From an optimization exercise on the open Yosys and OpenROAD flow, aimed at small area and a short achievable clock period; shortcuts taken in it are not production practice.
Only simulation tests tie the RTL to the original design; equivalence was not proved.

Setup of P:
==> flow/design.v <==
module thresholding(
    input wire clk, reset, enable,
    input wire signed [11 : 0] sig,
    output wire signed [11 : 0] y,
    output reg done,
    output reg [11 : 0] id
    );
localparam W = 13;
function lt_const11(input [10 : 0] a, input [10 : 0] k);
    integer i;
    reg r;
    begin
        r = 1'b0;
        for (i = 0; i < 11; i = i + 1)
            r = k[i] ? (~a[i] | r) : (~a[i] & r);
        lt_const11 = r;
    end
endfunction
function le_const16(input [15 : 0] a, input [15 : 0] k);
    integer i;
    reg r;
    begin
        r = 1'b1;
        for (i = 0; i < 16; i = i + 1)
            r = k[i] ? (~a[i] | r) : (~a[i] & r);
        le_const16 = r;
    end
endfunction
function [11 : 0] add_const12(input [11 : 0] a, input [11 : 0] k);
    integer i, j, m;
    reg c, t;
    begin
        for (i = 0; i < 12; i = i + 1) begin
            c = 1'b0;
            for (j = 0; j < i; j = j + 1) begin
                if (k[j]) begin
                    t = 1'b1;
                    for (m = i - 1; m > j; m = m - 1)
                        if (!k[m]) t = t & a[m];
                    t = t & a[j];
                    c = c | t;
                end
            end
            add_const12[i] = a[i] ^ k[i] ^ c;
        end
    end
endfunction
reg [11 : 0] dn [0 : W - 1];          
reg [16 : 0] nl;                      
reg [11 : 0] x13;                     
reg first;                            
reg [5 : 0] grp;                      
wire idle = ~id[11] & (&id[10 : 0]);
wire working = ~idle;
reg [11 : 0] id_inc;
reg id_c;
integer k;
always @* begin
    id_c = 1'b1;
    for (k = 0; k < 12; k = k + 1) begin
        id_inc[k] = id[k] ^ id_c;
        id_c = id_c & id[k];
    end
end
wire [11 : 0] x = add_const12(sig, 12'd3138);                
wire wrapx = sig[11] & lt_const11(sig[10 : 0], 11'd958);      
wire [11 : 0] spl = {~sig[11], sig[10 : 0]};                  
wire [16 : 0] n = nl + {{5{x13[11]}}, x13} + {{5{dn[0][11]}}, dn[0]} + 17'd1;    
wire f0 = ~n[16] | le_const16(n[15 : 0], 16'd25366);          
wire fw = ~n[16] & ~((&n[15 : 8]) & ~le_const16({8'd0, n[7 : 0]}, 16'd90));    
wire late = ~id[11] & ((|id[10 : 4]) | (id[3] & id[2]));
wire valid = ~first | late;
wire [11 : 0] x12 = (valid & ~reset) ? ~dn[W - 1] : 12'd0;
function [33 : 0] csa(input [11 : 0] sl, input [16 : 0] nn, input f);
    reg [16 : 0] r0, r2, r3, s1, l2b, s2, c2;
    reg [17 : 0] c1;
    begin
        r0 = {5'd0, sl};
        r2 = {3'd0, sl, 2'b00};
        r3 = {2'd0, sl, f, 2'b00};            
        s1 = r0 ^ r2 ^ r3;
        c1 = {(r0 & r2) | (r0 & r3) | (r2 & r3), 1'b0};
        l2b = {c1[16 : 3], f, f, f};          
        s2 = s1 ^ l2b ^ nn;
        c2 = {(s1[15 : 0] & l2b[15 : 0]) | (s1[15 : 0] & nn[15 : 0]) | (l2b[15 : 0] & nn[15 : 0]), 1'b0};
        csa = {s2, c2};
    end
endfunction
function [1 : 0] grp4(input [3 : 0] g, input [3 : 0] p);
    begin
        grp4[1] = g[3] | (p[3] & (g[2] | (p[2] & (g[1] | (p[1] & g[0])))));
        grp4[0] = &p;
    end
endfunction
function low_grp(input [7 : 0] a, input [7 : 0] b, input cin);
    reg [7 : 0] g, p;
    reg [1 : 0] q0, q1;
    begin
        g = a & b;
        p = a ^ b;
        q0 = grp4({g[3 : 1], g[0] | (p[0] & cin)}, p[3 : 0]);
        q1 = grp4(g[7 : 4], p[7 : 4]);
        low_grp = q1[1] | (q1[0] & q0[1]);
    end
endfunction
function [2 : 0] top_grp(input [4 : 0] a, input [4 : 0] b, input [4 : 0] k);
    reg [4 : 0] ta, tb;
    reg [1 : 0] q;
    begin
        ta = a ^ b ^ k;
        tb = {(a[3 : 0] & b[3 : 0]) | (a[3 : 0] & k[3 : 0]) | (b[3 : 0] & k[3 : 0]), 1'b0};
        q = grp4(ta[3 : 0] & tb[3 : 0], ta[3 : 0] ^ tb[3 : 0]);
        top_grp = {ta[4] ^ tb[4], q};
    end
endfunction
wire [33 : 0] cs0 = csa(spl, n, 1'b0);
wire [33 : 0] cs1 = csa(spl, n, 1'b1);
wire [16 : 0] s2 = cs0[33 : 17];
wire [16 : 0] c2 = cs0[16 : 0];
wire lo0 = low_grp(cs0[24 : 17], cs0[7 : 0], 1'b0);
wire lo1 = low_grp(cs1[24 : 17], cs1[7 : 0], 1'b1);
wire [1 : 0] mid = grp4(s2[11 : 8] & c2[11 : 8], s2[11 : 8] ^ c2[11 : 8]);
wire [2 : 0] top0 = top_grp(s2[16 : 12], c2[16 : 12], 5'd0);
wire [2 : 0] top1 = top_grp(s2[16 : 12], c2[16 : 12], 5'd13);
wire [2 : 0] top2 = top_grp(s2[16 : 12], c2[16 : 12], 5'd26);
wire [2 : 0] top = (wrapx & fw) ? top2 : (wrapx | fw) ? top1 : top0;
wire lo = f0 ? lo1 : lo0;
wire c16 = grp[4] | (grp[3] & (grp[2] | (grp[1] & grp[0])));
wire ysel = ~(grp[5] ^ c16);
assign y = ysel ? ~dn[0] : 12'd0;
integer j;
always @(posedge clk) begin
    if (working) begin
        for (j = 1; j < W; j = j + 1)
            dn[j] <= dn[j - 1];
    end
    if (reset)
        dn[0] <= 12'hfff;
    else if (working)
        dn[0] <= ~x;
    if (reset | working)
        x13 <= x12;
    if (reset) begin
        nl <= 17'd90902;
        first <= 1'b1;
        done <= 1'b0;
        id <= 12'd2047;
    end else begin
        done <= working;
        if (working) begin
            id <= id_inc;
            nl <= n;
            if (late)
                first <= 1'b0;
        end else begin
            id <= {enable, 11'h7ff};
        end
    end
    grp <= {top, mid, lo};
end
endmodule
clock: 14.0 ns
lec_check: 0
cap_margin: 20
core_margin: 2
core_utilization: 50
cts_buf_list: sky130_fd_sc_hd__clkbuf_8
cts_cluster_diameter: 60
cts_cluster_size: 20
slew_margin: 20
standard.sh (not shown) runs the stock make flow with config.mk's settings and CLKGATE_MAP_FILE= SYNTH_SCRIPT=/design/flow/synth_recipe.tcl, a recipe that flattens the netlist after the stock synthesis.
==> flow/flow/run.sh <==
#!/bin/bash
set -euo pipefail
bash standard.sh "BUFFER_PORTS_ARGS=-buffer_cell sky130_fd_sc_hd__buf_1" SETUP_SLACK_MARGIN=9.3 finish > standard.log 2>&1
P: no failed stages, no open violations at the end
Edits applied to the flow inputs when going from P to Q:
# P
export LEC_CHECK = 0
export CAP_MARGIN = 20
export CORE_MARGIN = 2
export CORE_UTILIZATION = 50
export CTS_BUF_LIST = sky130_fd_sc_hd__clkbuf_8
export CTS_CLUSTER_DIAMETER = 60
export CTS_CLUSTER_SIZE = 20
export SLEW_MARGIN = 20
create_clock -name core_clock -period 14.0 [get_ports {clk}]
# Q
export LEC_CHECK = 0
export CAP_MARGIN = 20
export CORE_MARGIN = 2
export CORE_UTILIZATION = 40
export CTS_BUF_LIST = sky130_fd_sc_hd__clkbuf_8
export CTS_CLUSTER_DIAMETER = 60
export CTS_CLUSTER_SIZE = 20
export SLEW_MARGIN = 20
create_clock -name core_clock -period 14.0 [get_ports {clk}]
==> flow/flow/run.sh <==
#!/bin/bash
set -euo pipefail
bash standard.sh "BUFFER_PORTS_ARGS=-buffer_cell sky130_fd_sc_hd__buf_1" SETUP_SLACK_MARGIN=9.4 finish > standard.log 2>&1
--- outcome ---
- Q completed end to end with timing, DRC and antenna clean.
- Changes observed in Q relative to P: number of placed instances with taps included went up; CTS clock-pin slew for the worst setup and hold paths went up; utilization went down; sequential share of layout area went down; routing usage on met2 went down.
- Via count for Q: 0.70% down relative to P
- Summary of Q over P: cell area after layout up 170 um2, clock-buffer cell count went down 4, global-route total usage across every layer lost 3.8 points.
Relative to Q, the following input files were edited for R:
# Q
export LEC_CHECK = 0
export CAP_MARGIN = 20
export CORE_MARGIN = 2
export CORE_UTILIZATION = 40
export CTS_BUF_LIST = sky130_fd_sc_hd__clkbuf_8
export CTS_CLUSTER_DIAMETER = 60
export CTS_CLUSTER_SIZE = 20
export SLEW_MARGIN = 20
create_clock -name core_clock -period 14.0 [get_ports {clk}]
# R
export LEC_CHECK = 0
export CAP_MARGIN = 20
export CORE_MARGIN = 2
export CORE_UTILIZATION = 40
export CTS_BUF_LIST = sky130_fd_sc_hd__clkbuf_4 sky130_fd_sc_hd__clkbuf_8
export CTS_CLUSTER_DIAMETER = 40
export CTS_CLUSTER_SIZE = 12
export SLEW_MARGIN = 20
create_clock -name core_clock -period 14.0 [get_ports {clk}]
==> flow/flow/run.sh <==
#!/bin/bash
set -euo pipefail
bash standard.sh "BUFFER_PORTS_ARGS=-buffer_cell sky130_fd_sc_hd__buf_2" SETUP_SLACK_MARGIN=9.3 finish > standard.log 2>&1
### Flow results
Between R and Q, it is R whose part of the cycle the worst path needs is higher, by 0.53 points. Delta (R minus Q): worst path setup slack after routing went down 74 ps, wire length on met3 went up by 32%, global-route congestion overflow total closely matched the old numbers. The met1 routing resource usage after global routing in R sits 0.44 points below the value recorded for Q. Q → R: routed wire length now larger. Compared R vs Q, and cell area after layout is up in R. On mean area per synthesized cell, Q and R are basically level.

---

run C:
// thresholding: RTL as listed in full above, without the edits since
==> flow/config.mk <==
export PLATFORM = sky130hd
export DESIGN_NAME = thresholding
export DESIGN_NICKNAME = thresholding
export VERILOG_FILES = /design/flow/design.v
export SDC_FILE = /design/flow/constraint.sdc
export NUM_CORES = 4
export LEC_CHECK = 0
export CAP_MARGIN = 20
export CORE_MARGIN = 2
export CORE_UTILIZATION = 40
export CTS_BUF_LIST = sky130_fd_sc_hd__clkbuf_8
export CTS_CLUSTER_DIAMETER = 60
export CTS_CLUSTER_SIZE = 20
export SLEW_MARGIN = 20
==> flow/constraint.sdc <==
create_clock -name core_clock -period 14.0 [get_ports {clk}]
set_input_delay 2.8000 -clock core_clock [delete_from_list [all_inputs] [get_ports {clk}]]
set_output_delay 2.8000 -clock core_clock [all_outputs]
set_load 0.01 [all_outputs]
==> flow/flow/run.sh <==
#!/bin/bash
set -euo pipefail
bash standard.sh "BUFFER_PORTS_ARGS=-buffer_cell sky130_fd_sc_hd__buf_2" SETUP_SLACK_MARGIN=9.3 finish > standard.log 2>&1
--- input diff run C..run B ---
==> flow/flow/run.sh <==
#!/bin/bash
set -euo pipefail
bash standard.sh "BUFFER_PORTS_ARGS=-buffer_cell sky130_fd_sc_hd__buf_1" SETUP_SLACK_MARGIN=9.3 finish > standard.log 2>&1
Results
- Flip-flop and latch count across run C and run B: no real change.
- Arrival time reported for the critical path endpoint (lower): run B
- Against run C, run B reports a wire length on met3 that is higher.
- Each of the runs, namely run C and run B, reached the end of the flow and came out clean.

-- what the ideal ports hide --
The results above use ideal ports. As a check the final layouts listed here were re-extracted and re-timed, cells and wires unchanged.
Step 1 sets driving cells, clkbuf_16 on the clock port and buf_2 on the other inputs (assumed; they add their load-dependent delay and slew).
Step 2, shift: input delay + t, output delay - t, t = (earliest + latest rising clock arrival at the registers) / 2. This alone moves slack from input paths to output paths.
Slacks: no drivers / after step 1 / after step 2; pairs: no drivers / after step 1.
run	t, ns	setup WS [ns]	latest minus earliest clock arrival (ns)
P	0.558	9.402 / 9.363 / 8.905	0.034 / 0.034
Q	0.538	9.423 / 9.384 / 8.968	0.032 / 0.032
R	0.596	9.349 / 9.304 / 8.959	0.018 / 0.018
run C	0.560	9.412 / 9.369 / 8.962	0.037 / 0.036
run B	0.544	9.447 / 9.411 / 8.943	0.038 / 0.039
After both steps every run listed still meets setup and hold. For run B, which loses most, drivers alone change the setup slack by -0.036 ns; drivers and shift together by -0.504 ns.
